From an optimization exercise on the open Yosys and OpenROAD flow, aimed at small area, a short achievable clock period and few clock cycles; shortcuts taken in it are not production practice. RTL that was checked went through simulation tests only; none was proved equivalent to the original. Function not checked in runs 1 and 4 to 6: the RTL went through the layout flow alone. No run shown here takes its clock network from TritonCTS; it comes from the design's own scripts or RTL. The clock port is modelled as an ideal driver, which makes a skipped or thinned clock tree look cheaper than it is; a real chip needs a root buffer or a tree.

<file path="design/flow/flow/run.sh">
#!/bin/bash
# The standard layout (the standard.sh, unchanged synthesis), with a
# faster buffer on the ports than the one buffer_ports picks by default,
# and a single-level clock tree in place of TritonCTS's two levels
# (flow/cts_post.tcl, run at the end of the CTS step).
set -euo pipefail
export BUFFER_PORTS_ARGS="-buffer_cell sky130_fd_sc_hd__buf_4"
export POST_CTS_TCL="$(pwd)/flow/cts_post.tcl"
bash standard.sh > standard_flow.log 2>&1
</file>
<file path="design/flow/flow/cts_post.tcl">
# Runs at the end of ORFS's CTS step (POST_CTS_TCL hook).
# Replaces the two-level tree TritonCTS built with a single level: the clock
# port drives four clkbuf_16 buffers, each driving the flip-flops of one
# quadrant of the placed flip-flops, so every flip-flop sees one buffer delay.
set block [ord::get_db_block]
set db [ord::get_db]
set master [$db findMaster sky130_fd_sc_hd__clkbuf_16]
set port_net [$block findNet clk]

# clock sinks: the CLK pins of all flip-flops
set sinks {}
foreach inst [$block getInsts] {
  set mname [[$inst getMaster] getName]
  if {![string match "sky130_fd_sc_hd__*df*" $mname]} { continue }
  set it [$inst findITerm CLK]
  if {$it eq "NULL" || $it eq ""} { continue }
  set bb [$inst getBBox]
  lappend sinks [list $it [expr {([$bb xMin] + [$bb xMax]) / 2}] [expr {([$bb yMin] + [$bb yMax]) / 2}]]
}
puts "manual cts: [llength $sinks] sinks"

# remove TritonCTS's buffers and their nets
set old_nets {}
foreach inst [$block getInsts] {
  if {[string match "clkbuf_*" [$inst getName]] || [string match "clkload*" [$inst getName]]} {
    set out [$inst findITerm X]
    if {$out ne "NULL" && $out ne ""} {
      set n [$out getNet]
      if {$n ne "NULL" && $n ne ""} { lappend old_nets $n }
    }
    puts "manual cts: removing [$inst getName] ([[$inst getMaster] getName])"
    odb::dbInst_destroy $inst
  }
}
foreach s $sinks { [lindex $s 0] disconnect }
foreach n [lsort -unique $old_nets] {
  if {[$n getName] ne "clk"} { odb::dbNet_destroy $n }
}

# split the sinks into quadrants: halves by x, then each half by y
set sorted [lsort -integer -index 1 $sinks]
set half [expr {[llength $sorted] / 2}]
set groups {}
foreach part [list [lrange $sorted 0 [expr {$half - 1}]] [lrange $sorted $half end]] {
  set ys [lsort -integer -index 2 $part]
  set h2 [expr {[llength $ys] / 2}]
  lappend groups [lrange $ys 0 [expr {$h2 - 1}]] [lrange $ys $h2 end]
}
set g 0
foreach grp $groups {
  if {[llength $grp] == 0} { continue }
  set sx 0; set sy 0
  foreach s $grp { incr sx [lindex $s 1]; incr sy [lindex $s 2] }
  set cx [expr {$sx / [llength $grp]}]
  set cy [expr {$sy / [llength $grp]}]
  set inst [odb::dbInst_create $block $master "clkbuf_manual_$g"]
  $inst setLocation $cx $cy
  $inst setPlacementStatus PLACED
  set net [odb::dbNet_create $block "clknet_manual_$g"]
  $net setSigType CLOCK
  [$inst findITerm A] connect $port_net
  [$inst findITerm X] connect $net
  foreach s $grp { [lindex $s 0] connect $net }
  puts "manual cts: buffer $g at ($cx, $cy) drives [llength $grp] sinks"
  incr g
}
$port_net setSigType CLOCK

detailed_placement
check_placement -verbose
estimate_parasitics -placement
report_clock_skew
repair_timing -hold -verbose
detailed_placement
check_placement -verbose
report_checks -path_delay max -to [all_outputs]
</file>
<file path="design/flow/standard.sh">
#!/bin/bash
# synth_recipe.tcl (not shown) runs the flow's synth.tcl, then flattens the netlist and writes it again
# the make line also repeats each setting of config.mk as NAME=value (left out here)
make -C /OpenROAD-flow-scripts/flow DESIGN_CONFIG=/design/flow/config.mk WORK_HOME=/design/flow/orfs CLKGATE_MAP_FILE= SYNTH_SCRIPT=/design/flow/synth_recipe.tcl "${@:-finish}"
</file>
<file path="design/flow/config.mk">
export PLATFORM = sky130hd
export DESIGN_NAME = HT_TOP
export DESIGN_NICKNAME = HT_TOP
export VERILOG_FILES = /design/flow/design.v
export SDC_FILE = /design/flow/constraint.sdc
export NUM_CORES = 4
export LEC_CHECK = 0
export ABC_AREA = 1
export CAP_MARGIN = 20
export CELL_PAD_IN_SITES_DETAIL_PLACEMENT = 2
export CELL_PAD_IN_SITES_GLOBAL_PLACEMENT = 2
export CORE_MARGIN = 2
export CORE_UTILIZATION = 35
export PLACE_DENSITY = 0.5
export SLEW_MARGIN = 20
</file>
<file path="design/flow/constraint.sdc">
create_clock -name core_clock -period 20.0 [get_ports {clk}]
set_input_delay 4.0000 -clock core_clock [delete_from_list [all_inputs] [get_ports {clk}]]
set_output_delay 4.0000 -clock core_clock [all_outputs]
set_load 0.01 [all_outputs]
</file>
<file path="design/flow/design.v">
module HT_TOP(
    clk,
    rst_n,
    in_valid,
    in_weight,
    out_mode,
    out_valid,
    out_code
);
input clk, rst_n, in_valid, out_mode;
input [2:0] in_weight;
output out_valid, out_code;
integer i;
function lt5;
    input [4:0] a, b;
    integer n;
    reg r;
    begin
        r = 1'b0;
        for (n = 0; n < 5; n = n + 1)
            r = (~a[n] & b[n]) | ((~a[n] | b[n]) & r);
        lt5 = r;
    end
endfunction
reg       mode;
reg [3:0] s;
reg       inbody;
reg       ov_r, oc_r;
reg [2:0] w1, w2, w3;
reg [3:0] w4, w5, w6;
reg [4:0] w7;
wire [4:0] w [1:7];
assign w[1] = {2'b0, w1};
assign w[2] = {2'b0, w2};
assign w[3] = {2'b0, w3};
assign w[4] = {1'b0, w4};
assign w[5] = {1'b0, w5};
assign w[6] = {1'b0, w6};
assign w[7] = w7;
reg [2:0] pos [0:4];
reg [6:0] c   [0:4];
wire in_ph  = (s != 4'd0) & ((~s[3]) | (s == 4'd8));
wire mg_ph  = s[3] & (s != 4'd8) & (s != 4'd15);
wire out_ph = (s == 4'd15);
wire upd    = in_ph | mg_ph;
wire last_m = (s == 4'd14);
reg [7:0] force_lo;
reg [5:0] kh;
always @(*) begin
    case (s)
        4'd2:  force_lo = 8'b0111_1111;
        4'd3:  force_lo = 8'b0011_1111;
        4'd4:  force_lo = 8'b0001_1111;
        4'd5:  force_lo = 8'b0000_1111;
        4'd6:  force_lo = 8'b0000_0111;
        4'd7:  force_lo = 8'b0000_0011;
        4'd8:  force_lo = 8'b0000_0001;
        4'd9:  force_lo = 8'b0000_0011;
        4'd10: force_lo = 8'b0000_0111;
        4'd11: force_lo = 8'b0000_1111;
        4'd12: force_lo = 8'b0001_1111;
        4'd13: force_lo = 8'b0011_1111;
        4'd14: force_lo = 8'b0111_1111;
        default: force_lo = 8'b1111_1111;
    endcase
    case (s)
        4'd9:  kh = 6'b000001;
        4'd10: kh = 6'b000010;
        4'd11: kh = 6'b000100;
        4'd12: kh = 6'b001000;
        4'd13: kh = 6'b010000;
        4'd14: kh = 6'b100000;
        default: kh = 6'b000000;
    endcase
end
reg  [4:0] xr;
wire [4:0] x = xr;
reg [8:0] lt;
always @(*) begin
    lt[0] = 1'b1;
    for (i = 1; i < 8; i = i + 1)
        lt[i] = force_lo[i] | lt5(w[i], x);
    lt[8] = 1'b0;
end
wire [2:0] p;
assign p[2] = lt[4];
assign p[1] = lt[6] | (lt[2] & ~lt[4]);
assign p[0] = lt[7] | (lt[5] & ~lt[6]) | (lt[3] & ~lt[4]) | (lt[1] & ~lt[2]);
reg [4:0] wm, wm1;
reg       ltm1;
always @(*) begin
    case (s)
        4'd9:  begin wm = w[2]; wm1 = w[3]; ltm1 = lt[3]; end
        4'd10: begin wm = w[3]; wm1 = w[4]; ltm1 = lt[4]; end
        4'd11: begin wm = w[4]; wm1 = w[5]; ltm1 = lt[5]; end
        4'd12: begin wm = w[5]; wm1 = w[6]; ltm1 = lt[6]; end
        4'd13: begin wm = w[6]; wm1 = w[7]; ltm1 = lt[7]; end
        default: begin wm = w[1]; wm1 = w[2]; ltm1 = lt[2]; end
    endcase
end
wire [4:0] xr_nxt = wm + (ltm1 ? wm1 : x);
wire [4:0] newc;
assign newc[0] = in_ph & (s == 4'd5);
assign newc[1] = in_ph & (s == (mode ? 4'd3 : 4'd6));
assign newc[2] = in_ph & (s == (mode ? 4'd6 : 4'd7));
assign newc[3] = in_ph & (s == (mode ? 4'd1 : 4'd8));
assign newc[4] = in_ph & (s == (mode ? 4'd2 : 4'd4));
reg [2:0] pdec [0:4];
reg [2:0] npos [0:4];
reg       rem  [0:4];
reg       bit0 [0:4];
always @(*) begin
    for (i = 0; i < 5; i = i + 1) begin
        case (pos[i])
            3'd0: pdec[i] = 3'd7;
            3'd1: pdec[i] = 3'd0;
            3'd2: pdec[i] = 3'd1;
            3'd3: pdec[i] = 3'd2;
            3'd4: pdec[i] = 3'd3;
            3'd5: pdec[i] = 3'd4;
            3'd6: pdec[i] = 3'd5;
            default: pdec[i] = 3'd6;
        endcase
        rem[i]  = mg_ph & force_lo[pos[i]];
        bit0[i] = pos[i][0] ^ s[0];      
        if (newc[i] | rem[i]) npos[i] = p;
        else if (lt[pos[i]]) npos[i] = pdec[i];
        else npos[i] = pos[i];
    end
end
wire cur_done = inbody ? (c[0][6:1] == 6'd1) : (c[0] == 7'd1);
wire rot      = out_ph & cur_done;
reg [6:0] cn [0:4];
reg       shr0, hold;
always @(*) begin
    shr0 = out_ph & inbody & ~cur_done;
    for (i = 0; i < 5; i = i + 1) begin
        hold = ~in_ph & ~rem[i] & ~rot & ~(i == 0 && shr0);
        cn[i] = ({6'd0, in_ph})
              | ({7{rem[i]}} & {c[i][5:0], bit0[i]})
              | ({7{rot & (i < 4)}} & c[(i < 4) ? i + 1 : 4])
              | ({7{(i == 0) & shr0}} & {1'b0, c[i][6:1]})
              | ({7{hold}} & c[i]);
    end
end
always @(posedge clk or negedge rst_n) begin
    if (!rst_n) begin
        s    <= 4'd0;
        ov_r <= 1'b0;
        oc_r <= 1'b0;
    end else begin
        if (s == 4'd0) begin
            if (in_valid) s <= 4'd1;
        end else if (!out_ph)
            s <= s + 4'd1;
        if (last_m) begin
            ov_r <= 1'b1;
            oc_r <= ~npos[0][0];
        end else if (out_ph) begin
            if (cur_done) begin
                if (c[1] == 7'd0) begin
                    s    <= 4'd0;
                    ov_r <= 1'b0;
                    oc_r <= 1'b0;
                end else
                    oc_r <= ~pos[1][0];
            end else
                oc_r <= inbody ? c[0][1] : c[0][0];
        end
    end
end
always @(posedge clk) begin
    if (in_valid & (s == 4'd0)) mode <= out_mode;
    xr <= in_valid ? {2'b0, in_weight} : xr_nxt;
    if (last_m | rot) inbody <= 1'b0;
    else if (out_ph) inbody <= 1'b1;
    w1 <= lt[2] ? w[2][2:0] : (lt[1] ? x[2:0] : w1);
    w2 <= lt[3] ? w[3][2:0] : (lt[2] ? x[2:0] : w2);
    w3 <= lt[4] ? w[4][2:0] : (lt[3] ? x[2:0] : w3);
    w4 <= lt[5] ? w[5][3:0] : (lt[4] ? x[3:0] : w4);
    w5 <= lt[6] ? w[6][3:0] : (lt[5] ? x[3:0] : w5);
    w6 <= lt[7] ? w[7][3:0] : (lt[6] ? x[3:0] : w6);
    w7 <= lt[7] ? x : w7;
    for (i = 0; i < 5; i = i + 1) begin
        if (upd) pos[i] <= npos[i];
        else if (rot && i < 4) pos[i][0] <= pos[i + 1][0];
        c[i] <= cn[i];
    end
end
assign out_valid = ov_r;
assign out_code  = oc_r;
endmodule
</file>
==> results of run 1 <==
## worst reg2reg max path: cells and delay by family, from the launching register on
kind,cells,cell delay [ns]
flops,1,0.70
fa+ha+maj,3,0.91
simple gates,11,1.60
compound gates,4,0.68
buf+inv,3,0.51
## through the flow
| step | cell area [um^2] | worst slack (ns) |
|---|---|---|
| after floorplan | 5827 | 15.44 |
| after global placement | 6085 | 15.19 |
| after detailed placement | 6085 | 15.11 |
| after global routing | 6185 | 15.00 |
| final | 6185 | 15.31 |
## area by class of cell
cell class | instances | area (um^2)
Fill cell | 1956 | 10220
Multi-Input combinational cell | 561 | 2985
Sequential cell | 89 | 2232
Inverter | 141 | 531.8
Tap cell | 220 | 275.3
Buffer | 4 | 100.1
Timing Repair Buffer | 8 | 60.06
## registers in the layout, summed over array words and instances (netlist names)
signal	count
c	35
inbody	1
mode	1
oc_r	1
ov_r	1
pos	15
s	4
w1	3
w2	3
w3	3
w4	4
w5	4
w6	4
w7	5
xr	5
## cell usage in the layout, fill, tap and decap left out, drive strengths merged, types with 6 or more instances in the layout
| cell type | synthesis | final |
|---|---|---|
| o221ai | 17 | 17 |
| dfrtp | 6 | 6 |
| o21ai | 70 | 70 |
| edfxtp | 42 | 42 |
| o2111ai | 9 | 9 |
| dfxtp | 41 | 41 |
| o22ai | 32 | 32 |
| nand2 | 233 | 233 |
| o211ai | 16 | 16 |
| buf | 10 | 8 |
| nor2 | 61 | 61 |
| inv | 141 | 141 |
| nand3 | 36 | 36 |
| a21oi | 34 | 34 |
| ha | 12 | 12 |
## worst min-delay path by stage
stage / to / slack, ns / from
after floorplan: c[1][1] / 0.44 / c[1][1]
after global placement: c[1][1] / 0.45 / c[1][1]
after detailed placement: c[3][2] / 0.46 / c[3][2]
after global routing: c[4][6] / 0.52 / c[4][6]
final: c[3][3] / 0.48 / c[3][3]
## metal layers
metal	vias up	GRT usage [%]	routed length, um
met5	-	0	0
met2	44	47.61	11270
met3	21	3.295	340
li1	2703	-	-
met4	0	5.018	314
met1	2802	28.99	8931
## logic make-up after synthesis
family                     share of synthesized area [%]
xor gates and xnor gates                           1.202
buffers and inverters                              10.46
muxes                                             0.5154
adders and majority gates                          2.920
and+or+nand+nor                                    25.40
DFF                                                38.31
AOI/OAI and AO/OA                                  21.19
==> reports/qor.txt, run 1 <==
status - complete, no violations
cell family with most CP delay - flip-flops
crit path to - out_valid
period utilization - 23.46%
post-DP HPWL - 16.47 mm
Worst-Skew Late Latency - 0.17 ns
die height - 133.0 um
layout cells sized above 1 - 7.223%
count leader, synth - nand2_1
Min-Delay Path Class - reg2reg
crit-path max FO - 2
clk_skew - 0.02072 ns
synthesized flop and latch total - 89
antenna violations before repair - 0
DRT iter0 DRCs - 198
Initial Util - 35.51%
pin count of the biggest net entering global routing - 24
vias in the first global route - 6107
Max Fclk - 213.2 MHz
depth of the worst hold-timing path - 2
Antenna Cells - 0
FFs w/ async S/R, synth - 6.742%
Finish-stage setup viols - 0
post-detailed-route count of antenna-violating nets - 0
Sink Count - 89
Slew Limit Headroom - 46.54%
worst r2r dst - xr[4]
Avg Inst Size Synth - 7.229 um^2
Slew Viols, Final - 0
synth cell count leaders - nand2_1 (222), inv_1 (130), o21ai_0 (63)
Setup crit start kind - register
Ports - 9
Crit path depth - 1
Min Clock Period, post-route - 4.691 ns
Clock transition at path regs - 0.09 ns
CP Cell Sequence - buf_4
Slowest-stage cell, CP - dfrtp_1
first-pass GRT wire length - 34.04 mm
max incr delay on CP - 0.39 ns
ys flop type - edfxtp_1
crit path DAT - 0.69 ns
Mapped Area - 5827 um^2
Yosys warnings - 8
Die X - 133.0 um
critical path type - reg2out
cell taking the most area after synthesis - edfxtp_1
Port-buffer cells - 8
total negative slack - 0 ns
area grow syn2layout - 6.141%
CP Launch Point - ov_r
via count - 5570
Die ar. - 17700 um^2
Inst Count DP - 1019
Worst Tran Pin Value - 0.8000 ns
Final Hold Fails - 0
core area - 16410 um^2
Wirelength per Cell - 20.39 um
cell count of the worst reg-to-reg path - 21
syn nets - 826
max_cap viols - 0
WP buf/inv - 1
Routed WL - 20.86 mm
gr usage total - 24.69%
CP required - 16.00 ns
Reg-to-Reg Start - s[0]
DRC violations left - 0
Via density - 5.445
FP Rows - 47
gr ovfl total - 0
Seq/Total Area, Yosys - 38.31%
RSZ-0062 raised after global routing - false
Final Wtd Congestion - 0.8597
Synth area leaders - edfxtp_1 (22%), nand2_1 (14%), dfxtp_1 (14%), inv_1 (8.4%), o21ai_0 (5.4%)
final core occ - 37.70%
DRT Pass-1 Iters - 6
Finished Layout Cells - 1023
count of flip-flops with a built-in enable after synthesis - 42
Synth top area share - 21.64%
Worst Setup End Kind - primary output
Hold Worst Slack - 0.4773 ns
Syn Inst Count - 806
nets - 825
Synth cell types - 49
flop-to-flop setup slack - 15.53 ns
==> run 2, diff against run 1 <==
--- a/design/flow/design.v
+++ b/design/flow/design.v
@@ -22,2 +22,13 @@
         lt5 = r;
+    end
+endfunction
+function le3;
+    input [2:0] a, b;
+    integer n;
+    reg r;
+    begin
+        r = 1'b1;
+        for (n = 0; n < 3; n = n + 1)
+            r = (~a[n] & b[n]) | ((~a[n] | b[n]) & r);
+        le3 = r;
     end
@@ -123,6 +134,6 @@
         endcase
-        rem[i]  = mg_ph & force_lo[pos[i]];
+        rem[i]  = mg_ph & le3(pos[i], s[2:0]);    
         bit0[i] = pos[i][0] ^ s[0];      
         if (newc[i] | rem[i]) npos[i] = p;
-        else if (lt[pos[i]]) npos[i] = pdec[i];
+        else if (le3(pos[i], p)) npos[i] = pdec[i];
         else npos[i] = pos[i];
==> reports/qor.txt, run 2 <==
first-pass GRT wire length - 30.77 mm (-9.6%)
most frequent cells in the layout - nand2_1 (212), inv_1 (109), o21ai_0 (56), edfxtp_1 (42), dfxtp_1 (41)
Syn Inst Count - 744 (-7.7%)
Worst Setup End Kind - primary output
nets - 768 (-6.9%)
total negative slack - 0 ns (unchanged)
RSZ-0062 raised after global routing - false
Final Wtd Congestion - 0.8574 (-0.27%)
cell family with most CP delay - flip-flops
antenna violations before repair - 0 (unchanged)
gr ovfl total - 0 (unchanged)
DRC violations left - 0 (unchanged)
vias in the first global route - 5549 (-9.1%)
Sink Count - 89 (unchanged)
max_cap viols - 0 (unchanged)
count of flip-flops with a built-in enable after synthesis - 42 (unchanged)
status - complete, no violations
WP buf/inv - 1 (unchanged)
Biggest register - c
layout cells sized above 1 - 8.625% (+1.4 points)
max incr delay on CP - 0.40 ns (about the same)
DRT iter0 DRCs - 244 (+23%)
critical path type - reg2out
Yosys warnings - 8 (unchanged)
core area - 15310 um^2 (-6.7%)
CP required - 16.00 ns (about the same)
Finish-stage setup viols - 0 (unchanged)
Min Clock Period, post-route - 4.701 ns (+0.009500 ns)
Antenna Cells - 0 (unchanged)
Synth cell types - 48 (-2.0%)
Avg Inst Size Synth - 7.440 um^2 (+2.9%)
pin count of the biggest net entering global routing - 28 (+17%)
Mapped Area - 5535 um^2 (-5.0%)
Die X - 129.8 um (-2.5%)
area grow syn2layout - 6.035% (about the same)
FFs w/ async S/R, synth - 6.742% (unchanged)
ys flop type - edfxtp_1
Routed WL - 18.89 mm (-9.4%)
die height - 129.8 um (-2.5%)
Final Hold Fails - 0 (unchanged)
Synth area leaders - edfxtp_1 (23%), dfxtp_1 (15%), nand2_1 (14%), inv_1 (7.4%), o21ai_0 (5.1%)
Min-Delay Path Class - reg2reg
Die ar. - 16840 um^2 (-4.8%)
Worst Tran Pin Value - 0.7487 ns (-0.05129 ns)
cell taking the most area after synthesis - edfxtp_1
FP Rows - 45 (-4.3%)
Seq/Total Area, Yosys - 40.33% (+2.0 points)
synth cell count leaders - nand2_1 (213), inv_1 (109), o21ai_0 (56)
Synth top area share - 22.78% (+1.1 points)
Port-buffer cells - 8 (unchanged)
Slowest-stage cell, CP - dfrtp_1
synthesized flop and latch total - 89 (unchanged)
Largest register FFs - 35 (unchanged)
clk_skew - 0.01393 ns (-0.006787 ns)
largest registers - c (35), pos (15)
Setup crit start kind - register
crit path DAT - 0.70 ns (about the same)
period utilization - 23.50% (+0.047 points)
DRT Pass-1 Iters - 4 (-2)
Worst-Skew Late Latency - 0.16 ns (about the same)
Max Fclk - 212.7 MHz (-0.20%)
crit-path max FO - 2 (unchanged)
Initial Util - 36.14% (+0.63 points)
syn nets - 768 (-7.0%)
post-DP HPWL - 14.67 mm (-11%)
Wirelength per Cell - 19.82 um (-2.8%)
gr usage total - 23.57% (-1.1 points)
count leader, synth - nand2_1
Slew Viols, Final - 0 (unchanged)
CP Cell Sequence - buf_4
Slew Limit Headroom - 49.70% (+3.2 points)
Clock transition at path regs - 0.09 ns (about the same)
Via density - 5.385 (-1.1%)
final core occ - 38.33% (+0.63 points)
Ports - 9 (unchanged)
commonest non-fill, non-tap cell in the layout - nand2_1
via count - 5132 (-7.9%)
post-detailed-route count of antenna-violating nets - 0 (unchanged)
run 2: changes by cell type after synthesis, sizes merged, moves of 4 or more:
cell | before | now
o22ai | 32 | 21
ha | 12 | 16
nand3 | 36 | 28
o211ai | 16 | 8
nand2 | 233 | 226
o221ai | 17 | 24
inv | 141 | 126
nor2 | 61 | 47
run 2: layer usage:
| metal | global-route usage, % | vias up | routed length, um |
|---|---|---|---|
| met4 | 3.795 | 0 | 151 |
| met1 | 36.50 | 2595 | 9893 |
| met5 | 0 | - | 0 |
| li1 | - | 2491 | - |
| met2 | 36.68 | 36 | 8458 |
| met3 | 1.599 | 10 | 389 |
run 2: cell type report:
type,instances,area [um^2]
plain buffers,4,100.1
fillers,1840,9445
inverters,129,489.2
multi-input cells,512,2724
flip-flops and latches,89,2232
well taps,211,264.0
repair buffers,8,60.06
run 2: cell families after synthesis:
| logic type | after synthesis | share of synthesized area [%] |
|---|---|---|
| fa+ha+maj | 17 | 3.978 |
| xor+xnor | 7 | 1.108 |
| compound gates | 172 | 19.87 |
| flops | 89 | 40.33 |
| simple gates | 316 | 24.21 |
| buf+inv | 143 | 10.51 |
run 2: stage by stage:
step | setup WS (ns) | hold WS (ns) | cell area, um^2 | std cells
after floorplan | 15.48 | 0.4095 | 5535 | 744
after global placement | 15.23 | 0.4480 | 5767 | 949
after detailed placement | 15.18 | 0.4606 | 5767 | 949
after global routing | 15.27 | 0.5122 | 5869 | 953
final | 15.30 | 0.4810 | 5869 | 953
run 2: final timing paths:
check                             start       end  slack (ns)  cells after the start
worst max register to register     s[1]     xr[4]       15.88                     24
min in group asynchronous         rst_n      s[0]        3.63                      1
worst min-delay path            c[2][4]   c[2][4]        0.48                      2
max in group asynchronous         rst_n      oc_r       16.25                      1
worst min register to register  c[2][4]   c[2][4]        0.48                      2
worst max-delay path               oc_r  out_code       15.30                      1
Testbench counts of run 2, summed over its fixed seeds: cycles 38,938.
==> run 3, diff against run 2 <==
--- a/design/flow/flow/run.sh
+++ b/design/flow/flow/run.sh
@@ -6,3 +6,3 @@
 set -euo pipefail
-export BUFFER_PORTS_ARGS="-buffer_cell sky130_fd_sc_hd__buf_4"
+export BUFFER_PORTS_ARGS="-buffer_cell sky130_fd_sc_hd__buf_1"
 export POST_CTS_TCL="$(pwd)/flow/cts_post.tcl"
==> reports/qor.txt, run 3 <==
Final Hold Fails - 0 (unchanged)
layout cells sized above 1 - 7.547% (-1.1 points)
Seq/Total Area, Yosys - 40.33% (unchanged)
Slew Limit Headroom - 48.93% (-0.77 points)
Min-Delay Path Class - reg2reg
vias in the first global route - 5422 (-2.3%)
max incr delay on CP - 0.25 ns (-0.15 ns)
first-pass GRT wire length - 30.68 mm (-0.32%)
Biggest register - c
nets - 768 (unchanged)
final core occ - 38.13% (-0.20 points)
Final Wtd Congestion - 0.8919 (+4.0%)
core area - 15310 um^2 (unchanged)
Worst Setup End Kind - register
count of flip-flops with a built-in enable after synthesis - 42 (unchanged)
Sink Count - 89 (unchanged)
post-DP HPWL - 14.63 mm (-0.26%)
synthesized flop and latch total - 89 (unchanged)
Port-buffer cells - 8 (unchanged)
Inst Count DP - 949 (unchanged)
DRC violations left - 0 (unchanged)
Min Clock Period, post-route - 4.790 ns (+0.08980 ns)
pin count of the biggest net entering global routing - 28 (unchanged)
FP Rows - 45 (unchanged)
commonest non-fill, non-tap cell in the layout - nand2_1
CP required - 19.87 ns (+3.87 ns)
RSZ-0062 raised after global routing - false
Initial Util - 36.14% (unchanged)
Avg Inst Size Synth - 7.440 um^2 (unchanged)
Setup crit start kind - primary input
DRT iter0 DRCs - 267 (+9.4%)
Mapped Area - 5535 um^2 (unchanged)
Worst Tran Pin Value - 0.7601 ns (+0.01140 ns)
status - complete, no violations
flop-to-flop setup slack - 15.94 ns (+0.06 ns)
syn nets - 768 (unchanged)
Syn Inst Count - 744 (unchanged)
crit-path max FO - 6 (+4)
Largest register FFs - 35 (unchanged)
gr ovfl total - 0 (unchanged)
cell taking the most area after synthesis - edfxtp_1
largest registers - c (35), pos (15)
Hold Worst Slack - 0.4833 ns (+0.002357 ns)
count leader, synth - nand2_1
ys flop type - edfxtp_1
Worst-Skew Late Latency - 0.17 ns (about the same)
FFs w/ async S/R, synth - 6.742% (unchanged)
Max Fclk - 208.8 MHz (-1.9%)
Antenna Cells - 0 (unchanged)
gr usage total - 23.73% (+0.17 points)
crit path DAT - 4.66 ns (+3.96 ns)
antenna violations before repair - 0 (unchanged)
Layout fillers - 1856 (+0.87%)
Die X - 129.8 um (unchanged)
Slew Viols, Final - 0 (unchanged)
critical path type - in2reg
die height - 129.8 um (unchanged)
via count - 5128 (-0.078%)
area grow syn2layout - 5.493%
most frequent cells in the layout - nand2_1 (212), inv_1 (109), o21ai_0 (56), edfxtp_1 (42), dfxtp_1 (41)
Synth area leaders - edfxtp_1 (23%), dfxtp_1 (15%), nand2_1 (14%), inv_1 (7.4%), o21ai_0 (5.1%)
Synth cell types - 48 (unchanged)
Synth top area share - 22.78% (unchanged)
Routed WL - 18.93 mm (+0.17%)
Ports - 9 (unchanged)
Finished Layout Cells - 953 (unchanged)
Clock transition at path regs - 0.11 ns (+0.02 ns)
clk_skew - 0.01650 ns (+0.002565 ns)
Die ar. - 16840 um^2 (unchanged)
Via density - 5.381 (about the same)
Finish-stage setup viols - 0 (unchanged)
period utilization - 23.95% (+0.45 points)
max_cap viols - 0 (unchanged)
DRT Pass-1 Iters - 4 (unchanged)
total negative slack - 0 ns (unchanged)
synth cell count leaders - nand2_1 (213), inv_1 (109), o21ai_0 (56)
Slowest-stage cell, CP - nor2_1
Yosys warnings - 8 (unchanged)
Wirelength per Cell - 19.86 um (+0.17%)
post-detailed-route count of antenna-violating nets - 0 (unchanged)
CP Cell Sequence - buf_1 -> inv_1 -> nor2_1
## run 3: worst paths after layout
check	startpoint	to	depth (start not counted)
max	in_valid	mode	3
min	c[1][4]	c[1][4]	2
min in group asynchronous	rst_n	s[2]	1
max in group asynchronous	rst_n	ov_r	1
min reg2reg	c[1][4]	c[1][4]	2
max reg2reg	s[1]	xr[4]	24
## run 3: cell families after synthesis
| group | share of synthesized area (%) |
|---|---|
| AO/OA/AOI/OAI | 19.87 |
| XOR/XNOR | 1.108 |
| adder cells (fa/ha/maj) | 3.978 |
| buffers and inverters | 10.51 |
| AND/OR/NAND/NOR | 24.21 |
| flip-flops | 40.33 |
## run 3: per-stage QoR
stage | instance area [um^2] | setup WS [ns]
floorplan | 5535 | 15.48
global placement | 5737 | 15.11
detailed placement | 5737 | 15.02
global route | 5839 | 15.12
finish | 5839 | 15.21
## run 3: worst max-delay path, delay by kind of cell
kind          cells  cell delay, ns
buf+inv           2            0.40
simple gates      1            0.25
## run 3: area by class of cell
type / count / area, um^2 / share of cell area (%)
Tap cell: 211 / 264.0 / 4.521
Inverter: 129 / 489.2 / 8.378
Sequential cell: 89 / 2232 / 38.23
Multi-Input combinational cell: 512 / 2724 / 46.65
Buffer: 4 / 100.1 / 1.714
Timing Repair Buffer: 8 / 30.03 / 0.5142
## run 3: per-layer routing
layer,global-route usage (%),up-vias,wire length (um)
met5,0,-,0
met4,3.226,0,161
met3,3.034,10,588
met2,37.02,62,8284
met1,36.01,2569,9891
li1,-,2487,-
==> run 4, diff against run 3 <==
--- a/design/flow/design.v
+++ b/design/flow/design.v
@@ -166,2 +166,4 @@
             s <= s + 4'd1;
+        ov_r <= 1'b0;
+        oc_r <= 1'b0;
         if (last_m) begin
@@ -171,10 +173,12 @@
             if (cur_done) begin
-                if (c[1] == 7'd0) begin
-                    s    <= 4'd0;
-                    ov_r <= 1'b0;
-                    oc_r <= 1'b0;
-                end else
+                if (c[1] == 7'd0)
+                    s <= 4'd0;
+                else begin
+                    ov_r <= 1'b1;
                     oc_r <= ~pos[1][0];
-            end else
+                end
+            end else begin
+                ov_r <= 1'b1;
                 oc_r <= inbody ? c[0][1] : c[0][0];
+            end
         end
--- a/design/flow/flow/run.sh
+++ b/design/flow/flow/run.sh
@@ -6,3 +6,3 @@
 set -euo pipefail
-export BUFFER_PORTS_ARGS="-buffer_cell sky130_fd_sc_hd__buf_1"
+export BUFFER_PORTS_ARGS="-buffer_cell sky130_fd_sc_hd__buf_4"
 export POST_CTS_TCL="$(pwd)/flow/cts_post.tcl"
==> reports/qor.txt, run 4 <==
Yosys warnings - 8 (unchanged)
WP buf/inv - 2 (unchanged)
status - complete, no violations
Setup WS post-layout - 15.29 ns (+0.08230 ns)
antenna violations before repair - 0 (unchanged)
crit-path max FO - 6 (unchanged)
clk_skew - 0.01855 ns (+0.002058 ns)
DRT iter0 DRCs - 277 (+3.7%)
gr usage total - 23.94% (+0.21 points)
Layout fillers - 1810 (-2.5%)
post-detailed-route count of antenna-violating nets - 0 (unchanged)
synth cell count leaders - nand2_1 (213), inv_1 (119), o21ai_0 (52)
DRC violations left - 0 (unchanged)
Initial Util - 36.05% (-0.090 points)
flop-to-flop setup slack - 15.89 ns (-0.05 ns)
cell count of the worst reg-to-reg path - 22 (-8.3%)
Design Area, Final - 5881 um^2 (+0.71%)
multi-input logic area - 2715 um^2 (-0.32%)
Worst Setup End Kind - register
Finished Layout Cells - 952 (-0.10%)
post-DP HPWL - 14.62 mm (about the same)
total negative slack - 0 ns (unchanged)
Finish-stage setup viols - 0 (unchanged)
Routed WL - 18.85 mm (-0.41%)
most frequent cells in the layout - nand2_1 (213), inv_1 (119), o21ai_0 (52), edfxtp_1 (42), dfxtp_1 (41)
Wirelength per Cell - 19.80 um (-0.30%)
Clock transition at path regs - 0.10 ns (about the same)
layout cells sized above 1 - 7.692% (+0.15 points)
CP Cell Sequence - buf_4 -> inv_1 -> nor2_1 -> nor3_1 -> a211oi_1
Sink Count - 89 (unchanged)
ys flop type - edfxtp_1
count of flip-flops with a built-in enable after synthesis - 42 (unchanged)
max incr delay on CP - 0.23 ns (-0.02 ns)
Inst Count DP - 948 (-0.11%)
area grow syn2layout - 6.504%
CP required - 20.07 ns (+0.20 ns)
Die X - 129.6 um (-0.12%)
die height - 129.6 um (-0.12%)
Crit path depth - 5 (+2)
Syn Inst Count - 741 (-0.40%)
Ports - 9 (unchanged)
Mapped Area - 5522 um^2 (-0.25%)
first-pass GRT wire length - 31.18 mm (+1.6%)
Final Hold Fails - 0 (unchanged)
critical path type - in2reg
Largest register FFs - 35 (unchanged)
Slowest-stage cell, CP - nor2_1
count leader, synth - nand2_1
DRT Pass-1 Iters - 4 (unchanged)
Final Wtd Congestion - 0.8883 (-0.40%)
Port-buffer cells - 8 (unchanged)
Min Clock Period, post-route - 4.708 ns (-0.08230 ns)
Slew Viols, Final - 0 (unchanged)
Synth area leaders - edfxtp_1 (23%), dfxtp_1 (15%), nand2_1 (14%), inv_1 (8.1%), o21ai_0 (4.7%)
synthesized flop and latch total - 89 (unchanged)
via count - 5140 (+0.23%)
commonest non-fill, non-tap cell in the layout - nand2_1
Biggest register - c
Die ar. - 16800 um^2 (-0.25%)
largest registers - c (35), pos (15)
Worst-Skew Late Latency - 0.17 ns (about the same)
vias in the first global route - 5641 (+4.0%)
Antenna Cells - 0 (unchanged)
Setup crit start kind - primary input
cell taking the most area after synthesis - edfxtp_1
Seq/Total Area, Yosys - 40.43% (+0.10 points)
CP Launch Point - in_valid
worst r2r dst - xr[4]
period utilization - 23.54% (-0.41 points)
Slew Limit Headroom - 62.94% (+14 points)
RSZ-0062 raised after global routing - false
Worst Tran Pin Value - 0.5547 ns (-0.2054 ns)
Reg-to-Reg Start - s[1]
cell family with most CP delay - simple AND/OR/NAND/NOR gates
Avg Inst Size Synth - 7.451 um^2 (+0.16%)
Max Fclk - 212.4 MHz (+1.7%)
Synth top area share - 22.84% (+0.057 points)
dpl ws - 15.11 ns (+0.09240 ns)
FFs w/ async S/R, synth - 6.742% (unchanged)
syn nets - 765 (-0.39%)
max_cap viols - 0 (unchanged)
core area - 15310 um^2 (unchanged)
Post-DP Area - 5781 um^2 (+0.76%)
FP Rows - 45 (unchanged)
gr ovfl total - 0 (unchanged)
nets - 767 (-0.13%)
Synth cell types - 49 (+2.1%)
Min-Delay Path Class - reg2reg
Via density - 5.399 (+0.34%)
crit path DAT - 4.78 ns (+0.12 ns)
Register Area - 2232 um^2 (unchanged)
pin count of the biggest net entering global routing - 24 (-14%)
crit path to - s[0]
## run 4: cell count changes after synthesis, moves of 3 or more
cell / before / now
inv_1: 109 / 119
nand2_2: 11 / 6
nor2_1: 38 / 33
o21ai_0: 56 / 52
a22oi_1: 1 / 4
inv_2: 15 / 12
## run 4: stage by stage
step           hold slack [ns]  util (%)
3_3_place_gp            0.4374     37.75
6_report                0.4613     38.40
2_1_floorplan           0.4095         -
3_5_place_dp            0.4526     37.75
5_1_grt                 0.4931     38.40
## run 4: cell type report
type,instances,share of cell area (%)
sequential,89,37.96
timing repair buffer,9,1.149
inverter,133,8.532
tap,211,4.489
buffer,4,1.702
multi-input combinational,506,46.17
## run 4: kinds of logic (layout without fill, tap and decap cells)
logic type / Yosys count / count (layout) / share of synthesized area (%)
AOI/OAI and AO/OA: 176 / 176 / 20.55
xor gates and xnor gates: 6 / 6 / 0.9519
adders and majority gates: 17 / 17 / 3.988
buffers and inverters: 146 / 146 / 10.40
DFF: 89 / 89 / 40.43
and+or+nand+nor: 307 / 307 / 23.68
## run 4: worst min-delay path: stages, from the launching register on
cell and delay, ns:
dfxtp_1 0.32, nand2_1 0.06, nand2_1 0.05
## run 4: worst min-delay path by stage
stage,cells past startpoint,end,startpoint,slack [ns]
2_1_floorplan,0,w7[1],xr[1],0.41
3_3_place_gp,2,c[0][5],c[0][5],0.44
3_5_place_dp,2,c[0][5],c[0][5],0.45
5_1_grt,2,c[0][5],c[0][5],0.49
6_report,2,c[0][5],c[0][5],0.46
## run 4: per-layer routing
metal	track usage [%]	vias to the layer above	part of all wire (%)
li1	-	2486	-
met1	34.87	2591	50
met2	38.53	55	46
met3	3.138	8	3.7
met4	4.111	0	0.77
met5	0	-	0
==> run 5, diff against run 4 <==
--- a/design/flow/design.v
+++ b/design/flow/design.v
@@ -35,2 +35,3 @@
 endfunction
+reg       iv_r;      
 reg       mode;
@@ -52,34 +53,25 @@
 reg [6:0] c   [0:4];
-wire in_ph  = (s != 4'd0) & ((~s[3]) | (s == 4'd8));
-wire mg_ph  = s[3] & (s != 4'd8) & (s != 4'd15);
-wire out_ph = (s == 4'd15);
+wire in_ph  = ~s[3] & iv_r;
+wire mg_ph  = s[3] & ~(s[2] & s[1]);
+wire out_ph = (s == 4'd14);
 wire upd    = in_ph | mg_ph;
-wire last_m = (s == 4'd14);
+wire last_m = (s == 4'd13);
+wire [2:0] k = s[2:0];
 reg [7:0] force_lo;
-reg [5:0] kh;
 always @(*) begin
     case (s)
-        4'd2:  force_lo = 8'b0111_1111;
-        4'd3:  force_lo = 8'b0011_1111;
-        4'd4:  force_lo = 8'b0001_1111;
-        4'd5:  force_lo = 8'b0000_1111;
-        4'd6:  force_lo = 8'b0000_0111;
-        4'd7:  force_lo = 8'b0000_0011;
-        4'd8:  force_lo = 8'b0000_0001;
-        4'd9:  force_lo = 8'b0000_0011;
-        4'd10: force_lo = 8'b0000_0111;
-        4'd11: force_lo = 8'b0000_1111;
-        4'd12: force_lo = 8'b0001_1111;
-        4'd13: force_lo = 8'b0011_1111;
-        4'd14: force_lo = 8'b0111_1111;
+        4'd1:  force_lo = 8'b0111_1111;
+        4'd2:  force_lo = 8'b0011_1111;
+        4'd3:  force_lo = 8'b0001_1111;
+        4'd4:  force_lo = 8'b0000_1111;
+        4'd5:  force_lo = 8'b0000_0111;
+        4'd6:  force_lo = 8'b0000_0011;
+        4'd7:  force_lo = 8'b0000_0001;
+        4'd8:  force_lo = 8'b0000_0011;
+        4'd9:  force_lo = 8'b0000_0111;
+        4'd10: force_lo = 8'b0000_1111;
+        4'd11: force_lo = 8'b0001_1111;
+        4'd12: force_lo = 8'b0011_1111;
+        4'd13: force_lo = 8'b0111_1111;
         default: force_lo = 8'b1111_1111;
-    endcase
-    case (s)
-        4'd9:  kh = 6'b000001;
-        4'd10: kh = 6'b000010;
-        4'd11: kh = 6'b000100;
-        4'd12: kh = 6'b001000;
-        4'd13: kh = 6'b010000;
-        4'd14: kh = 6'b100000;
-        default: kh = 6'b000000;
     endcase
@@ -103,7 +95,7 @@
     case (s)
-        4'd9:  begin wm = w[2]; wm1 = w[3]; ltm1 = lt[3]; end
-        4'd10: begin wm = w[3]; wm1 = w[4]; ltm1 = lt[4]; end
-        4'd11: begin wm = w[4]; wm1 = w[5]; ltm1 = lt[5]; end
-        4'd12: begin wm = w[5]; wm1 = w[6]; ltm1 = lt[6]; end
-        4'd13: begin wm = w[6]; wm1 = w[7]; ltm1 = lt[7]; end
+        4'd8:  begin wm = w[2]; wm1 = w[3]; ltm1 = lt[3]; end
+        4'd9:  begin wm = w[3]; wm1 = w[4]; ltm1 = lt[4]; end
+        4'd10: begin wm = w[4]; wm1 = w[5]; ltm1 = lt[5]; end
+        4'd11: begin wm = w[5]; wm1 = w[6]; ltm1 = lt[6]; end
+        4'd12: begin wm = w[6]; wm1 = w[7]; ltm1 = lt[7]; end
         default: begin wm = w[1]; wm1 = w[2]; ltm1 = lt[2]; end
@@ -113,7 +105,18 @@
 wire [4:0] newc;
-assign newc[0] = in_ph & (s == 4'd5);
-assign newc[1] = in_ph & (s == (mode ? 4'd3 : 4'd6));
-assign newc[2] = in_ph & (s == (mode ? 4'd6 : 4'd7));
-assign newc[3] = in_ph & (s == (mode ? 4'd1 : 4'd8));
-assign newc[4] = in_ph & (s == (mode ? 4'd2 : 4'd4));
+assign newc[0] = in_ph & (k == 3'd4);
+assign newc[1] = in_ph & (k == (mode ? 3'd2 : 3'd5));
+assign newc[2] = in_ph & (k == (mode ? 3'd5 : 3'd6));
+assign newc[3] = in_ph & (k == (mode ? 3'd0 : 3'd7));
+assign newc[4] = in_ph & (k == (mode ? 3'd1 : 3'd3));
+reg [2:0] k1;
+always @(*) begin
+    case (k)
+        3'd0: k1 = 3'd1;
+        3'd1: k1 = 3'd2;
+        3'd2: k1 = 3'd3;
+        3'd3: k1 = 3'd4;
+        3'd4: k1 = 3'd5;
+        default: k1 = 3'd6;
+    endcase
+end
 reg [2:0] pdec [0:4];
@@ -134,4 +137,4 @@
         endcase
-        rem[i]  = mg_ph & le3(pos[i], s[2:0]);    
-        bit0[i] = pos[i][0] ^ s[0];      
+        rem[i]  = mg_ph & le3(pos[i], k1);     
+        bit0[i] = ~(pos[i][0] ^ k[0]);         
         if (newc[i] | rem[i]) npos[i] = p;
@@ -158,2 +161,3 @@
     if (!rst_n) begin
+        iv_r <= 1'b0;
         s    <= 4'd0;
@@ -162,6 +166,4 @@
     end else begin
-        if (s == 4'd0) begin
-            if (in_valid) s <= 4'd1;
-        end else if (!out_ph)
-            s <= s + 4'd1;
+        iv_r <= in_valid;
+        if (upd) s <= s + 4'd1;
         ov_r <= 1'b0;
@@ -187,3 +189,3 @@
 always @(posedge clk) begin
-    if (in_valid & (s == 4'd0)) mode <= out_mode;
+    if (in_valid & ~iv_r) mode <= out_mode;
     xr <= in_valid ? {2'b0, in_weight} : xr_nxt;
==> reports/qor.txt, run 5 <==
status - complete, no violations
DRT iter0 DRCs - 181 (-35%)
Slew Limit Headroom - 42.84% (-20 points)
Avg Inst Size Synth - 7.492 um^2 (+0.55%)
Slowest-stage cell, CP - dfrtp_1
Sink Count - 90 (+1.1%)
Mapped Area - 5612 um^2 (+1.6%)
FFs w/ async S/R, synth - 7.778% (+1.0 points)
gr ovfl total - 0 (unchanged)
Setup crit start kind - register
Min Clock Period, post-route - 4.686 ns (-0.02230 ns)
Final Hold Fails - 0 (unchanged)
ys flop type - edfxtp_1
Final Wtd Congestion - 0.8000 (-9.9%)
post-detailed-route count of antenna-violating nets - 0 (unchanged)
Yosys warnings - 8 (unchanged)
Via density - 5.349 (-0.93%)
Min-Delay Path Class - reg2reg
RSZ-0062 raised after global routing - false
Seq/Total Area, Yosys - 40.22% (-0.20 points)
Routed WL - 19.10 mm (+1.3%)
largest registers - c (35), pos (15)
met1 global-route usage - 27.58% (-7.3 points)
DRT Pass-1 Iters - 5 (+1)
syn nets - 768 (+0.39%)
Synth cell types - 51 (+4.1%)
met3 Use GR - 2.484% (-0.65 points)
count leader, synth - nand2_1
layout cells sized above 1 - 8.333% (+0.64 points)
Max Fclk - 213.4 MHz (+0.48%)
first-pass GRT wire length - 30.69 mm (-1.6%)
FP Rows - 46 (+2.2%)
critical path type - reg2out
Wirelength per Cell - 19.90 um (+0.50%)
post-DP HPWL - 15.02 mm (+2.7%)
WP buf/inv - 1 (-1)
dpl ws - 15.36 ns (+0.2490 ns)
Layout fillers - 1900 (+5.0%)
most frequent cells in the layout - nand2_1 (199), inv_1 (111), o21ai_0 (58), nor2_1 (46), edfxtp_1 (42)
met2 usage - 44.88% (+6.4 points)
CP Cell Sequence - buf_4
synthesized flop and latch total - 90 (+1.1%)
Port-buffer cells - 8 (unchanged)
cell family with most CP delay - flip-flops
Synth top area share - 22.47% (-0.37 points)
Finish-stage setup viols - 0 (unchanged)
max_cap viols - 0 (unchanged)
crit-path max FO - 1 (-5)
total negative slack - 0 ns (unchanged)
multi-input logic area - 2746 um^2 (+1.2%)
clk_skew - 0.01445 ns (-0.004108 ns)
Syn Inst Count - 749 (+1.1%)
crit path DAT - 0.69 ns (-4.09 ns)
count of flip-flops with a built-in enable after synthesis - 42 (unchanged)
synth cell count leaders - nand2_1 (199), inv_1 (111), o21ai_0 (58)
Antenna Cells - 0 (unchanged)
Die ar. - 17060 um^2 (+1.6%)
cell taking the most area after synthesis - edfxtp_1
Register Area - 2257 um^2 (+1.1%)
via count - 5135 (-0.097%)
gr usage total - 23.51% (-0.43 points)
nets - 765 (-0.26%)
die height - 130.6 um (+0.79%)
DRC violations left - 0 (unchanged)
Worst Tran Pin Value - 0.8543 ns (+0.2996 ns)
vias in the first global route - 5580 (-1.1%)
antenna violations before repair - 1 (+1)
Largest register FFs - 35 (unchanged)
Die X - 130.6 um (+0.79%)
max incr delay on CP - 0.38 ns (+0.15 ns)
Initial Util - 35.58% (-0.47 points)
Setup WS post-layout - 15.31 ns (+0.02230 ns)
CP required - 16.00 ns (-4.07 ns)
core area - 15770 um^2 (+3.0%)
Slew Viols, Final - 0 (unchanged)
Worst Setup End Kind - primary output
Synth area leaders - edfxtp_1 (22%), dfxtp_1 (15%), nand2_1 (13%), inv_1 (7.4%), o21ai_0 (5.2%)
Clock transition at path regs - 0.10 ns (about the same)
Top Usage Layer GRT - met2
pin count of the biggest net entering global routing - 24 (unchanged)
period utilization - 23.43% (-0.11 points)
commonest non-fill, non-tap cell in the layout - nand2_1
Ports - 9 (unchanged)
Biggest register - c
Worst-Skew Late Latency - 0.17 ns (about the same)
area grow syn2layout - 5.329%
## run 5: cell types whose count changed in the layout (fill, tap and decap cells not counted), moves of 6 or more
| cell | change |
|---|---|
| o21ai_1 | +8 |
| o22ai_1 | -6 |
| inv_1 | -8 |
| o221ai_1 | -11 |
| o211ai_1 | +7 |
| nand2_1 | -14 |
| nor2_1 | +13 |
| o21ai_0 | +6 |
## run 5: cell families (layout without fill, tap and decap cells)
kind of cell / count (synthesis) / count (layout) / share of synthesized area [%]
flip-flops: 90 / 90 / 40.22
adder cells (fa/ha/maj): 12 / 12 / 2.809
AO/OA/AOI/OAI: 183 / 183 / 20.31
XOR/XNOR: 10 / 10 / 1.561
buffers and inverters: 143 / 138 / 10.84
AND/OR/NAND/NOR: 311 / 311 / 24.26
## run 5: final timing paths
check	startpoint	to	slack [ns]	cells after the start
worst max-delay path	oc_r	out_code	15.31	1
worst min-delay path	c[2][4]	c[2][4]	0.49	2
worst max register to register	s[0]	xr[4]	16.03	21
worst min register to register	c[2][4]	c[2][4]	0.49	2
max in group asynchronous	rst_n	s[3]	16.21	1
min in group asynchronous	rst_n	s[0]	3.64	1
## run 5: final cells by class
type                       instances  area share, %
timing repair buffer               8          1.016
sequential                        90          38.19
tap                              216          4.572
inverter                         126          8.065
multi-input combinational        516          46.46
buffer                             4          1.693
## run 5: routing by layer
| metal | up-vias | wire, um |
|---|---|---|
| met4 | 2 | 417 |
| met2 | 52 | 10160 |
| met3 | 21 | 372 |
| li1 | 2494 | - |
| met5 | - | 13 |
| met1 | 2566 | 8136 |
## run 5: per-stage QoR
stage,instances,util [%],instance area [um^2],hold WS (ns)
2_1_floorplan,749,-,5612,0.4095
3_3_place_gp,956,36.85,5811,0.4491
3_5_place_dp,956,36.85,5811,0.4515
5_1_grt,960,37.48,5911,0.5062
6_report,960,37.48,5911,0.4851
==> run 6, diff against run 5 <==
--- a/design/flow/design.v
+++ b/design/flow/design.v
@@ -38,3 +38,4 @@
 reg [3:0] s;
-reg       inbody;
+reg [1:0] ph;        
+reg       rf;
 reg       ov_r, oc_r;
@@ -52,8 +53,8 @@
 reg [2:0] pos [0:4];
-reg [6:0] c   [0:4];
+reg [5:0] c   [0:4];
 wire in_ph  = ~s[3] & iv_r;
-wire mg_ph  = s[3] & ~(s[2] & s[1]);
-wire out_ph = (s == 4'd14);
+wire mg_ph  = s[3] & ~(s[2] & s[0]) & ~(s[2] & s[1]);
+wire out_ph = (s == 4'd13);
 wire upd    = in_ph | mg_ph;
-wire last_m = (s == 4'd13);
+wire last_m = (s == 4'd12);
 wire [2:0] k = s[2:0];
@@ -74,3 +75,2 @@
         4'd12: force_lo = 8'b0011_1111;
-        4'd13: force_lo = 8'b0111_1111;
         default: force_lo = 8'b1111_1111;
@@ -104,2 +104,4 @@
 wire [4:0] xr_nxt = wm + (ltm1 ? wm1 : x);
+wire [4:0] r_last = lt[7] ? x : w[7];
+wire       rf_nxt = ~lt5(r_last, xr_nxt);
 wire [4:0] newc;
@@ -144,15 +146,18 @@
 end
-wire cur_done = inbody ? (c[0][6:1] == 6'd1) : (c[0] == 7'd1);
+wire has_m5   = ~(pos[0][1] & pos[0][0]);
+wire c0_empty = (c[0] == 6'd1);
+wire cur_done = (ph == 2'd0) ? (~has_m5 & c0_empty) :
+                (ph == 2'd1) ? c0_empty : (c[0][5:1] == 5'd1);
 wire rot      = out_ph & cur_done;
-reg [6:0] cn [0:4];
+reg [5:0] cn [0:4];
 reg       shr0, hold;
 always @(*) begin
-    shr0 = out_ph & inbody & ~cur_done;
+    shr0 = out_ph & (ph == 2'd2) & ~cur_done;
     for (i = 0; i < 5; i = i + 1) begin
         hold = ~in_ph & ~rem[i] & ~rot & ~(i == 0 && shr0);
-        cn[i] = ({6'd0, in_ph})
-              | ({7{rem[i]}} & {c[i][5:0], bit0[i]})
-              | ({7{rot & (i < 4)}} & c[(i < 4) ? i + 1 : 4])
-              | ({7{(i == 0) & shr0}} & {1'b0, c[i][6:1]})
-              | ({7{hold}} & c[i]);
+        cn[i] = ({5'd0, in_ph})
+              | ({6{rem[i]}} & {c[i][4:0], bit0[i]})
+              | ({6{rot & (i < 4)}} & c[(i < 4) ? i + 1 : 4])
+              | ({6{(i == 0) & shr0}} & {1'b0, c[i][5:1]})
+              | ({6{hold}} & c[i]);
     end
@@ -172,6 +177,6 @@
             ov_r <= 1'b1;
-            oc_r <= ~npos[0][0];
+            oc_r <= rf_nxt ^ (npos[0] == 3'd7);
         end else if (out_ph) begin
             if (cur_done) begin
-                if (c[1] == 7'd0)
+                if (c[1] == 6'd0)
                     s <= 4'd0;
@@ -179,3 +184,3 @@
                     ov_r <= 1'b1;
-                    oc_r <= ~pos[1][0];
+                    oc_r <= rf ^ (pos[1][1] & pos[1][0]);
                 end
@@ -183,3 +188,7 @@
                 ov_r <= 1'b1;
-                oc_r <= inbody ? c[0][1] : c[0][0];
+                case (ph)
+                    2'd0: oc_r <= has_m5 ? ~pos[0][1] : c[0][0];
+                    2'd1: oc_r <= c[0][0];
+                    default: oc_r <= c[0][1];
+                endcase
             end
@@ -191,4 +200,5 @@
     xr <= in_valid ? {2'b0, in_weight} : xr_nxt;
-    if (last_m | rot) inbody <= 1'b0;
-    else if (out_ph) inbody <= 1'b1;
+    if (last_m) rf <= rf_nxt;
+    if (last_m | rot) ph <= 2'd0;
+    else if (out_ph) ph <= (ph == 2'd0 && has_m5) ? 2'd1 : 2'd2;
     w1 <= lt[2] ? w[2][2:0] : (lt[1] ? x[2:0] : w1);
@@ -202,3 +212,3 @@
         if (upd) pos[i] <= npos[i];
-        else if (rot && i < 4) pos[i][0] <= pos[i + 1][0];
+        else if (rot && i < 4) pos[i][1:0] <= pos[i + 1][1:0];
         c[i] <= cn[i];
==> reports/qor.txt, run 6 <==
status - complete, no violations
Initial Util - 35.73% (+0.14 points)
Finished Layout Cells - 1015 (+5.7%)
Worst-Skew Late Latency - 0.16 ns (about the same)
DRT iter0 DRCs - 256 (+41%)
Antenna Cells - 0 (unchanged)
area grow syn2layout - 5.291% (about the same)
synth cell count leaders - nand2_1 (245), inv_1 (115), o21ai_0 (70)
Final Wtd Congestion - 0.8180 (+2.2%)
CP required - 16.00 ns (about the same)
gr ovfl total - 0 (unchanged)
Slew Limit Headroom - 46.72% (+3.9 points)
DRC violations left - 0 (unchanged)
Synth area leaders - edfxtp_1 (20%), nand2_1 (16%), dfxtp_1 (15%), inv_1 (7.6%), o21ai_0 (6.2%)
Final Hold Fails - 0 (unchanged)
Slowest-stage cell, CP - dfrtp_1
period utilization - 23.40% (-0.030 points)
Die X - 131.3 um (+0.55%)
CP Cell Sequence - buf_4
Via density - 5.424 (+1.4%)
first-pass GRT wire length - 32.34 mm (+5.4%)
Port-buffer cells - 8 (unchanged)
largest registers - c (30), pos (15)
total negative slack - 0 ns (unchanged)
Post-DP Area - 5876 um^2 (+1.1%)
depth of the worst hold-timing path - 2 (unchanged)
Avg Inst Size Synth - 7.041 um^2 (-6.0%)
Finish-stage setup viols - 0 (unchanged)
WP buf/inv - 1 (unchanged)
synthesized flop and latch total - 87 (-3.3%)
Crit path depth - 1 (unchanged)
Wirelength per Cell - 19.57 um (-1.6%)
Mapped Area - 5675 um^2 (+1.1%)
pin count of the biggest net entering global routing - 23 (-4.2%)
critical path type - reg2out
Setup WS post-layout - 15.32 ns (+0.006100 ns)
Worst Setup End Kind - primary output
syn nets - 826 (+7.6%)
Slew Viols, Final - 0 (unchanged)
Largest register FFs - 30 (-14%)
dpl ws - 15.37 ns (+0.007800 ns)
count leader, synth - nand2_1
RSZ-0062 raised after global routing - false
nets - 821 (+7.3%)
DRT Pass-1 Iters - 4 (-1)
vias in the first global route - 5821 (+4.3%)
Setup crit start kind - register
Syn Inst Count - 806 (+7.6%)
final core occ - 37.62% (+0.14 points)
Biggest register - c
max incr delay on CP - 0.38 ns (about the same)
via count - 5505 (+7.2%)
Worst Tran Pin Value - 0.7954 ns (-0.05889 ns)
Min Clock Period, post-route - 4.680 ns (-0.006100 ns)
cell count of the worst reg-to-reg path - 24 (+14%)
Sink Count - 87 (-3.3%)
crit-path max FO - 1 (unchanged)
Clock transition at path regs - 0.09 ns (about the same)
Synth cell types - 48 (-5.9%)
post-detailed-route count of antenna-violating nets - 0 (unchanged)
gr usage total - 23.59% (+0.080 points)
core area - 15890 um^2 (+0.73%)
Yosys warnings - 8 (unchanged)
ys flop type - dfxtp_1
Ports - 9 (unchanged)
clk_skew - 0.01237 ns (-0.002079 ns)
Inst Count DP - 1011 (+5.8%)
cell family with most CP delay - flip-flops
most frequent cells in the layout - nand2_1 (245), inv_1 (115), o21ai_0 (70), nor2_1 (58), dfxtp_1 (42)
Max Fclk - 213.7 MHz (+0.13%)
Design Area, Final - 5976 um^2 (+1.1%)
FFs w/ async S/R, synth - 8.046% (+0.27 points)
Min-Delay Path Class - reg2reg
Die ar. - 17250 um^2 (+1.1%)
Synth top area share - 20.11% (-2.4 points)
cell taking the most area after synthesis - edfxtp_1
post-DP HPWL - 15.62 mm (+4.0%)
max_cap viols - 0 (unchanged)
FP Rows - 46 (unchanged)
Routed WL - 19.86 mm (+4.0%)
commonest non-fill, non-tap cell in the layout - nand2_1
antenna violations before repair - 0 (-1)
Seq/Total Area, Yosys - 38.01% (-2.2 points)
die height - 131.3 um (+0.55%)
crit path DAT - 0.68 ns (about the same)
Hold Worst Slack - 0.4813 ns (-0.003843 ns)
count of flip-flops with a built-in enable after synthesis - 38 (-9.5%)
layout cells sized above 1 - 6.258% (-2.1 points)
run 6: cell type report:
cell class | instances | area (um^2)
inverter | 125 | 474.2
tap | 216 | 270.3
multi-input combinational | 573 | 2899
sequential | 87 | 2157
fill | 1948 | 9910
buffer | 4 | 100.1
timing repair buffer | 10 | 75.07
run 6: worst paths after layout:
path,startpoint,endpoint,slack (ns)
max reg2reg,s[0],oc_r,15.34
min in group asynchronous,rst_n,s[1],3.65
min,c[2][2],c[2][2],0.48
max,oc_r,out_code,15.32
min reg2reg,c[2][2],c[2][2],0.48
max in group asynchronous,rst_n,oc_r,16.20
run 6: logic make-up (layout without fill, tap and decap cells):
logic type	count (synthesis)	in the layout	share of synthesized area, %
AO/OA/AOI/OAI	178	178	19.38
XOR/XNOR	9	9	1.389
adder cells (fa/ha/maj)	15	15	3.395
buffers and inverters	146	139	10.91
flip-flops	87	87	38.01
AND/OR/NAND/NOR	371	371	26.92
run 6: worst min-delay path, stage by stage, from the launching register on:
cell and delay (ns):
dfxtp_1 0.34, nand2_1 0.06, o221ai_1 0.05
run 6: metal layers:
metal	up-vias	share of wire, %	track usage (%)	wire length [um]
met5	-	0	0	0
met4	0	0.98	4.589	194
met3	11	2.4	1.736	486
met2	57	45	37.46	8901
met1	2778	52	35.34	10280
li1	2659	-	-	-
==> run 7, diff against run 6 <==
--- a/design/flow/design.v
+++ b/design/flow/design.v
@@ -105,3 +105,4 @@
 wire [4:0] r_last = lt[7] ? x : w[7];
-wire       rf_nxt = ~lt5(r_last, xr_nxt);
+wire [4:0] p_last = w[6] + (lt[7] ? w[7] : x);
+wire       rf_nxt = ~lt5(r_last, p_last);
 wire [4:0] newc;
==> reports/qor.txt, run 7 <==
Hold Worst Slack - 0.4822 ns (+0.0009330 ns)
flop-to-flop setup slack - 15.44 ns (+0.10 ns)
ys flop type - dfxtp_1
Slowest-stage cell, CP - dfrtp_1
post-DP HPWL - 15.68 mm (+0.37%)
synthesized flop and latch total - 87 (unchanged)
DRT iter0 DRCs - 215 (-16%)
DRC violations left - 0 (unchanged)
Hold Crit Start - c[3][2]
Synth area leaders - edfxtp_1 (20%), dfxtp_1 (15%), nand2_1 (14%), inv_1 (7.2%), o21ai_0 (4.7%)
CP required - 16.00 ns (about the same)
Die X - 132.2 um (+0.62%)
Largest register FFs - 30 (unchanged)
Initial Util - 36.05% (+0.33 points)
area grow syn2layout - 5.834%
crit-path max FO - 1 (unchanged)
via count - 5476 (-0.53%)
core area - 15940 um^2 (+0.36%)
Final Hold Fails - 0 (unchanged)
Syn Inst Count - 789 (-2.1%)
CP Cell Sequence - buf_4
depth of the worst hold-timing path - 2 (unchanged)
Wirelength per Cell - 19.86 um (+1.5%)
most frequent cells in the layout - nand2_1 (216), inv_1 (110), o21ai_0 (54), nor2_1 (49), dfxtp_1 (42)
die height - 132.2 um (+0.62%)
Seq/Total Area, Yosys - 37.53% (-0.48 points)
Avg Inst Size Synth - 7.285 um^2 (+3.5%)
vias in the first global route - 5987 (+2.9%)
largest registers - c (30), pos (15)
FFs w/ async S/R, synth - 8.046% (unchanged)
cell taking the most area after synthesis - edfxtp_1
Slew Limit Headroom - 32.82% (-14 points)
nets - 813 (-0.97%)
FP Rows - 46 (unchanged)
syn nets - 814 (-1.5%)
status - complete, no violations
Min-Delay Path Class - reg2reg
count of flip-flops with a built-in enable after synthesis - 38 (unchanged)
first-pass GRT wire length - 32.74 mm (+1.2%)
Finished Layout Cells - 1002 (-1.3%)
sink of the worst hold path - c[3][2]
max_cap viols - 0 (unchanged)
Port-buffer cells - 8 (unchanged)
gr ovfl total - 0 (unchanged)
gr usage total - 23.65% (+0.064 points)
max incr delay on CP - 0.37 ns (about the same)
WP buf/inv - 1 (unchanged)
Worst Tran Pin Value - 0.9985 ns (+0.2031 ns)
crit path DAT - 0.66 ns (-0.02 ns)
Layout fillers - 1944 (-0.21%)
Max Fclk - 214.5 MHz (+0.39%)
period utilization - 23.31% (-0.091 points)
Clock transition at path regs - 0.09 ns (about the same)
Antenna Cells - 0 (unchanged)
synth cell count leaders - nand2_1 (216), inv_1 (110), o21ai_0 (54)
worst r2r dst - oc_r
Setup crit start kind - register
total negative slack - 0 ns (unchanged)
clk_skew - 0.01795 ns (+0.005586 ns)
Synth top area share - 19.85% (-0.25 points)
critical path type - reg2out
Worst-Skew Late Latency - 0.16 ns (about the same)
Min Clock Period, post-route - 4.662 ns (-0.01810 ns)
RSZ-0062 raised after global routing - false
cell count of the worst reg-to-reg path - 24 (unchanged)
cell family with most CP delay - flip-flops
post-detailed-route count of antenna-violating nets - 0 (unchanged)
Slew Viols, Final - 0 (unchanged)
Die ar. - 17460 um^2 (+1.2%)
pin count of the biggest net entering global routing - 23 (unchanged)
commonest non-fill, non-tap cell in the layout - nand2_1
DRT Pass-1 Iters - 4 (unchanged)
Routed WL - 19.90 mm (+0.18%)
Biggest register - c
Ports - 9 (unchanged)
Yosys warnings - 8 (unchanged)
Synth cell types - 51 (+6.3%)
antenna violations before repair - 0 (unchanged)
Via density - 5.465 (+0.76%)
Worst Setup End Kind - primary output
count leader, synth - nand2_1
Inst Count DP - 998 (-1.3%)
layout cells sized above 1 - 8.779% (+2.5 points)
Reg-to-Reg Start - s[0]
Mapped Area - 5748 um^2 (+1.3%)
Final Wtd Congestion - 0.7892 (-3.5%)
Finish-stage setup viols - 0 (unchanged)
Sink Count - 87 (unchanged)
==> run 7: per-layer routing <==
layer	vias up	share of wire, %	track usage (%)
met5	-	0	0
met4	0	2.8	8.877
met3	31	1.4	2.499
met2	49	54	44.50
met1	2749	42	27.46
li1	2647	-	-
==> run 7: final cells by class <==
type	count	area (um^2)	area share [%]
Multi-Input combinational cell	552	2974	48.89
Sequential cell	87	2157	35.46
Inverter	133	506.7	8.330
Tap cell	216	270.3	4.443
Buffer	4	100.1	1.645
Timing Repair Buffer	10	75.07	1.234
==> run 7: stage by stage <==
stage / util (%) / setup slack, ns / instance area, um^2
2_1_floorplan: - / 15.56 / 5748
6_report: 38.16 / 15.34 / 6083
3_5_place_dp: 37.53 / 15.36 / 5983
5_1_grt: 38.16 / 15.11 / 6083
3_3_place_gp: 37.53 / 15.39 / 5983
==> run 7: cell families after synthesis <==
group,Yosys count,share of synthesized area (%)
compound gates,190,21.53
simple gates,332,24.21
fa+ha+maj,18,4.179
flops,87,37.53
xor+xnor,12,1.828
buf+inv,150,10.73
==> run 7: worst max-delay path by stage <==
stage,start,end,slack [ns],cells past startpoint
floorplan,in_valid,mode,15.56,2
global placement,in_valid,mode,15.39,3
detailed placement,in_valid,xr[3],15.36,4
global route,s[0],oc_r,15.11,24
finish,ov_r,out_valid,15.34,1
Testbench counts of run 7, summed over its fixed seeds: cycles 37,738.

-- re-timing with driven ports --
In the flow no input, the clock included, has a driving cell. The finished layouts below were timed again as built, in two steps.
Step 1 sets driving cells, clkbuf_16 on the clock port and buf_2 on the other inputs (assumed; they add their load-dependent delay and slew).
Step 2 also shifts input and output timing later by t, the mid clock arrival at the registers, as if the neighbouring blocks saw the same clock.
Slacks: ideal / step 1 / step 2; pairs: ideal / step 1.
| run | t, ns | slack for setup (ns) | worst setup path after step 2 | clock arrival spread, ns | worst data-port slew with drivers (ns) |
|---|---|---|---|---|---|
| run 1 | 0.256 | 15.309 / 15.212 / 15.156 | input to register | 0.022 / 0.022 | 0.04 |
| run 2 | 0.245 | 15.299 / 15.211 / 15.199 | input to register | 0.015 / 0.015 | 0.04 |
| run 3 | 0.251 | 15.210 / 15.223 / 15.029 | input to register | 0.018 / 0.018 | 0.03 |
| run 4 | 0.244 | 15.292 / 15.254 / 15.108 | input to register | 0.019 / 0.018 | 0.05 |
| run 5 | 0.255 | 15.314 / 15.218 / 15.363 | input to register | 0.015 / 0.014 | 0.10 |
| run 6 | 0.252 | 15.320 / 15.225 / 15.337 | register to register | 0.013 / 0.012 | 0.03 |
| run 7 | 0.248 | 15.338 / 15.246 / 15.368 | input to register | 0.018 / 0.018 | 0.05 |
After both steps every run listed still meets setup and hold. For run 4, which loses most, drivers alone change the setup slack by -0.038 ns; drivers and shift together by -0.184 ns.
